This design comes from an exercise in tuning for small area and a short achievable clock period on the open sky130 flow, not from production work.
Function was checked by simulation only, so behaviour that the tests miss may differ from the original.
Power is estimated from default activity; no workload was simulated.

File: design/flow/config.mk
export PLATFORM = sky130hd
export DESIGN_NAME = process
export DESIGN_NICKNAME = process
export VERILOG_FILES = /design/flow/design.v
export SDC_FILE = /design/flow/constraint.sdc
export NUM_CORES = 4
export LEC_CHECK = 0
export ABC_AREA = 1
export CAP_MARGIN = 20
export CORE_MARGIN = 2
export CORE_UTILIZATION = 65
export CTS_BUF_LIST = sky130_fd_sc_hd__clkbuf_4 sky130_fd_sc_hd__clkbuf_8
export SETUP_SLACK_MARGIN = 4.8
export SLEW_MARGIN = 20
File: design/flow/constraint.sdc
create_clock -name core_clock -period 7.5 [get_ports {clk}]
set_input_delay 1.5000 -clock core_clock [delete_from_list [all_inputs] [get_ports {clk}]]
set_output_delay 1.5000 -clock core_clock [all_outputs]
set_load 0.01 [all_outputs]
File: design/flow/design.v
module process(opcode,data,clk,rst,fout);
input [9:0]opcode;
input [4:0]data;
input clk,rst;
output [7:0]fout;
reg [3:0] fc;
reg sd, sh;
reg [2:0] d;
reg [7:0] qa;
reg [7:0] A, O, B;
reg [7:0] R1, R2, R3, R4;
reg dq;             
reg [2:0] dm;       
wire [3:0] op = opcode[9:6];
wire [2:0] so = opcode[5:3];
wire [7:0] r1n = (d == 3'd0) ? 8'b0 : (d == 3'd1) ? B : R1;
wire [7:0] an = sd ? {3'b000, data} : sh ? A : qa;
wire [3:0] dn = an[3:0];
wire nq4 = (r1n[7:4] >= dn);
wire [2:0] nm4 = nq4 ? r1n[6:4] - dn[2:0] : r1n[6:4];
always @(posedge clk) begin
  case (op)
    4'd0:  fc <= 4'b0010;
    4'd1:  fc <= 4'b0000;
    4'd2:  fc <= 4'b0001;
    4'd3:  fc <= 4'b0100;
    4'd4:  fc <= 4'b0101;
    4'd5:  fc <= 4'b1000;
    4'd6:  fc <= 4'b1001;
    4'd7:  fc <= 4'b1010;
    4'd8:  fc <= 4'b1011;
    4'd9:  fc <= 4'b1100;
    4'd10: fc <= 4'b1101;
    4'd11: fc <= 4'b1111;
    4'd12: fc <= 4'b1110;
    default: ;
  endcase
  sd <= (so == 3'd5);
  sh <= so[2] & so[1];
  d  <= opcode[2:0];
  if (rst) qa <= 8'b0;
  else case (so)
    3'd1: qa <= R1;
    3'd2: qa <= R2;
    3'd3: qa <= R3;
    3'd4: qa <= R4;
    default: qa <= 8'b0;
  endcase
  A <= an;
  B <= O;
  case (d)
    3'd0: begin R1 <= 8'b0; R2 <= 8'b0; R3 <= 8'b0; R4 <= 8'b0; end
    3'd1: R1 <= B;
    3'd2: R2 <= B;
    3'd3: R3 <= B;
    3'd4: R4 <= B;
    default: ;
  endcase
  dq <= nq4;
  dm <= nm4;
end
wire [7:0] a = R1;
wire [7:0] b = A;
wire [3:0] db = b[3:0];
wire [3:0] v3 = {dm, a[3]};
wire [3:0] v2 = {dm[1:0], a[3:2]};
wire [3:0] v1 = {dm[0], a[3:1]};
wire [3:0] v0 = a[3:0];
wire [3:0] dx1 = {db[2:0], 1'b0};    
wire [3:0] dx2 = {db[1:0], 2'b0};
wire [3:0] dx4 = {db[0], 3'b0};
wire [3:0] dx3 = dx2 + dx1;
wire [3:0] dx5 = dx4 + dx1;
wire [3:0] dx6 = dx4 + dx2;
wire [3:0] dx7 = 4'd0 - dx1;
wire q3 = (v3 >= db);
wire c2a = (v2 >= db), c2b = (v2 - dx1 >= db);
wire q2 = q3 ? c2b : c2a;
wire c1a = (v1 >= db), c1b = (v1 - dx1 >= db), c1c = (v1 - dx2 >= db), c1d = (v1 - dx3 >= db);
wire q1 = q2 ? (q3 ? c1d : c1b) : (q3 ? c1c : c1a);
wire [7:0] c0 = {v0 - dx7 >= db, v0 - dx6 >= db, v0 - dx5 >= db, v0 - dx4 >= db,
                 v0 - dx3 >= db, v0 - dx2 >= db, v0 - dx1 >= db, v0 >= db};
wire q0 = c0[{q3, q2, q1}];
wire [4:0] q = {dq, q3, q2, q1, q0};
wire [7:0] prod = a * b;
wire [7:0] bx = b ^ {8{fc[0]}};
wire [7:0] sum = a + bx + {7'b0, fc[0]};
reg [7:0] lg, sh8, y;
always @* begin
  case (fc[1:0])
    2'd0: lg = ~a;
    2'd1: lg = a & b;
    2'd2: lg = a | b;
    default: lg = a ^ b;
  endcase
  case (fc[1:0])
    2'd0: sh8 = {b[6:0], 1'b0};
    2'd1: sh8 = {1'b0, b[7:1]};
    2'd2: sh8 = {b[6:0], b[7]};
    default: sh8 = {b[0], b[7:1]};
  endcase
  case (fc[3:2])
    2'd0: y = fc[1] ? 8'b0 : sum;
    2'd1: y = fc[0] ? {3'b000, q} : prod;
    2'd2: y = lg;
    default: y = sh8;
  endcase
end
always @(posedge clk) O <= y;
assign fout = O;
endmodule
File: design/flow/flow/run.sh
#!/bin/bash
# Standard layout with three changes to how it is made:
# - adders are not mapped to the slow fa/ha cells, so abc can restructure
#   the arithmetic for speed;
# - the port buffers are plain buf_2 cells instead of the delay cells that
#   buffer_ports picks on its own;
# - timing repair does not clone gates.
set -euo pipefail
bash standard.sh ADDER_MAP_FILE= "BUFFER_PORTS_ARGS=-buffer_cell sky130_fd_sc_hd__buf_2" SKIP_GATE_CLONING=1 finish > standard.log 2>&1
File: design/flow/standard.sh
#!/bin/bash
# synth_recipe.tcl (not shown) runs the flow's synth.tcl, then flattens the netlist and writes it again
# the make line also repeats each setting of config.mk as NAME=value (left out here)
make -C /OpenROAD-flow-scripts/flow DESIGN_CONFIG=/design/flow/config.mk WORK_HOME=/design/flow/orfs CLKGATE_MAP_FILE= SYNTH_SCRIPT=/design/flow/synth_recipe.tcl "${@:-finish}"
==> results.toml <==
[min_path]
hold_class = "reg2reg"
hold_end = "B[2]$_DFF_P_"
hold_depth = 0
min-delay-start = "O[2]$_DFF_P_"

[place]
placed_cell_area_mm2 = 0.00578
gp_congestion = 1.05
dp_cells = 972
dp.final_hpwl_um = 11800
port_buffers = 24
pre_cts_slack_ns = 4.40

[run]
maxCapViolCount = 0

[timing]
maxSlewHeadroom = 0.256
clock_skew_ns = 0.0122
finalHoldViolCount = 0
finalCriticalPeriod_ns = 2.53
fin_tns_setup_ns = 0
fmax_ghz = 0.395
rsz0062_at_grt = "yes"
slew_violations = 0
worst_pin_slew_ns = 1.11
finalWorstSetupSlack_ns = 4.97
setup_viol = 0
fin_crit_sh = 0.338

[synth]
async_flop_share = 0
ys.flop_type = "dfxtp_1"
yosysTopAreaCell = "edfxtp_1"
ys_seq_elements = 77
synth-edff-count = 37
synth_common_cells = "nand2_1 (267), inv_1 (111), nor2_1 (100), nand3_1 (75), o21ai_0 (44)"
yosysSeqAreaShare = 0.338
yosys.area.top_type_share = 0.197
syn-cell-area_mm2 = 0.00565
synth_cells = 864
synthMostInstantiatedCell = "nand2_1"
synthDistinctLibCells = 51
postSynthAreaPerCell_um2 = 6.54
yosys-top-cells-area = "edfxtp_1 (20%), nand2_1 (18%), dfxtp_1 (14%)"
yosysWarnings = 1
syn_nets = 881

[power]
seq_power_share = 0.392
power_frac_clock = 0.258
netSwitchingFraction = 0.374
power.internal_mw = 0.857
power_frac_comb = 0.350
power_density_mw_per_mm2 = 218
cellLeakagePower_nw = 3.10
ir_worst_vdd_uv = 215
p_sw_mw = 0.511

[finish]
drive_above_1_share = 0.137
post-route-cell-area_mm2 = 0.00628
final_util = 0.731
instances_no_fill = 1013
synthToLayoutAreaGrowth_pct = 11.2
finalNetCount = 917
diodes = 0

[grt]
grt_pass1_vias = 5650
grt_antenna_before_repair = 1
grt_overflow = 0
grt_pass1_wl_um = 26100
grt_max_degree = 20
grt.total_usage = 0.342

[floorplanning]
die_w_um = 97.3
io_pins = 25
die_y_um = 97.3
fp.dieArea_mm2 = 0.00946
num_rows = 34
start_util = 0.658
core-area_mm2 = 0.00859

[clock_tree]
cts-hold-fix-buffers = 0
clkTransAtPathRegs_ns = 0.08
cts_buffer_depth = 2
cts_made_buffers = 9
clk_latency_ns = 0.36
clock-root-buffer = "clkbuf_8"
h-tree-depth = 3
cts_tree = "done"
cts_sinks = 77

[critical_path]
cp_max_fo = 6
r2r-start = "R1[3]$_SDFFCE_PP0P_"
worstPathArrival_ns = 2.77
r2r-end = "O[7]$_DFF_P_"
regToRegSetupSlack_ns = 4.98
worstSetupPathType = "in2reg"
critPathLaunchType = "input port"
cp-end-kind = "flop"
cp.required_ns = 7.74
r2r_cells = 19

[status]
status = "timing/DRC/antenna clean"

[drt]
via_per_inst = 5.84
drc = 0
drt_first_pass_iters = 6
via_count = 5915
drt-initial-drc-count = 543
ant_nets = 0
avgRoutedWirePerCell_um = 15.8
drt_wl_total_um = 16000
==> final cells by class <==
type	count	area [um^2]
clock buffers	11	145
repair buffers	49	313
fillers	739	2310
flip-flops and latches	77	1920
well taps	108	135
clock inverters	5	81.3
inverters	121	464
multi-input cells	642	3220
==> state kept, by name (all words and copies together) (netlist names), 4 cells and up <==
name	flops
R3	8
O	8
A	8
R4	8
R1	8
B	8
R2	8
qa	8
fc	4
==> cells in the final DEF (no fill, tap or decap), types with 4 or more instances in the layout <==
cell type,instances
a211oi_1,4
a21oi_1,24
a21oi_2,7
a221oi_1,8
buf_2,24
buf_4,22
clkbuf_8,10
dfxtp_1,36
edfxtp_1,37
inv_1,110
inv_2,7
maj3_1,4
nand2_1,262
nand2_2,15
nand3_1,72
nand3_2,9
nand3b_1,10
nand4_1,5
nor2_1,99
nor3_1,4
o211ai_1,11
o21ai_0,42
o21ai_1,6
xnor2_1,9
xor2_1,12
==> routing by layer <==
metal  routed length, um  track usage  vias to the layer above
met4                 646        0.168                        0
li1                    -            -                     2896
met2                7760        0.598                      300
met3                1400       0.0662                       61
met1                6180        0.402                     2658
met5                   0            0                        -
==> power by group through the flow <==
| stage | sequential [mW] | combinational (mW) | clock (mW) |
|---|---|---|---|
| after global placement | 0.553 | 0.418 | 0 |
| final | 0.536 | 0.479 | 0.353 |
| after floorplan | 0.528 | 0.339 | 0 |
| after CTS | 0.542 | 0.441 | 0.355 |
| after detailed placement | 0.553 | 0.431 | 0 |
| after global routing | 0.543 | 0.530 | 0.370 |
==> worst max-delay path, stage by stage <==
cell	delay (ns)
buf_2	0.10
a22oi_1	0.16
o21a_1	0.14
inv_1	0.06
or2_2	0.33
a31oi_4	0.25
nand2_1	0.09
xor2_1	0.15
==> per-stage QoR <==
stage / power, mW / hold WS (ns)
2_1_floorplan: 0.867 / 0.382
5_1_grt: 1.44 / 0.371
3_3_place_gp: 0.971 / 0.334
6_report: 1.37 / 0.362
4_1_cts: 1.34 / 0.359
3_5_place_dp: 0.984 / 0.339
==> what timing repair did <==
item                       4_1_cts  5_1_grt
pin swaps                        0        7
gates cloned                     0        0
resized for setup                6       25
setup buffers                    5       20
setup endpoints to repair       11       11
==> cell families (layout without fill, tap and decap cells) <==
group	Yosys count	in the layout	synth area share
XOR/XNOR	22	22	0.0365
AO/OA/AOI/OAI	130	130	0.145
adder cells (fa/ha/maj)	5	5	0.00907
buffers and inverters	145	186	0.106
flip-flops	77	77	0.338
AND/OR/NAND/NOR	485	485	0.365
==> worst max path at each step <==
stage | start | slack [ns] | endpoint
after global placement | fc[0]$_DFFE_PP_ | 4.43 | O[6]$_DFF_P_
after detailed placement | fc[0]$_DFFE_PP_ | 4.40 | O[6]$_DFF_P_
final | data[2] | 4.97 | dm[0]$_DFF_P_
after CTS | fc[0]$_DFFE_PP_ | 4.75 | O[6]$_DFF_P_
after global routing | R1[3]$_SDFFCE_PP0P_ | 4.74 | O[7]$_DFF_P_
after floorplan | data[1] | 4.80 | dm[0]$_DFF_P_

-- what the ideal ports hide --
The flow's constraints put no driver on any port. The routed layout listed below was extracted and timed again, unchanged, in two steps.
Step 1 (the two cells are an assumption about what drives the block):
set clk [get_ports {clk}]
set_driving_cell -lib_cell sky130_fd_sc_hd__clkbuf_16 $clk
set_driving_cell -lib_cell sky130_fd_sc_hd__buf_2 [delete_from_list [all_inputs] $clk]
Step 2 times the ports against the registers' clock, not the clock port: input delays grow and output delays shrink by t, the midpoint of the rising clock arrivals with the driver on.
Three values: ideal, step 1, step 2; two values: the first two.
t (ns): 0.380
slack for setup (ns): 4.966 / 4.972 / 4.592
worst setup path at the end: input to register
worst data-port slew with drivers (ns): 0.03
After both steps this run still meets setup and hold. For this run, drivers alone change the setup slack by +0.006 ns; drivers and shift together by -0.374 ns.
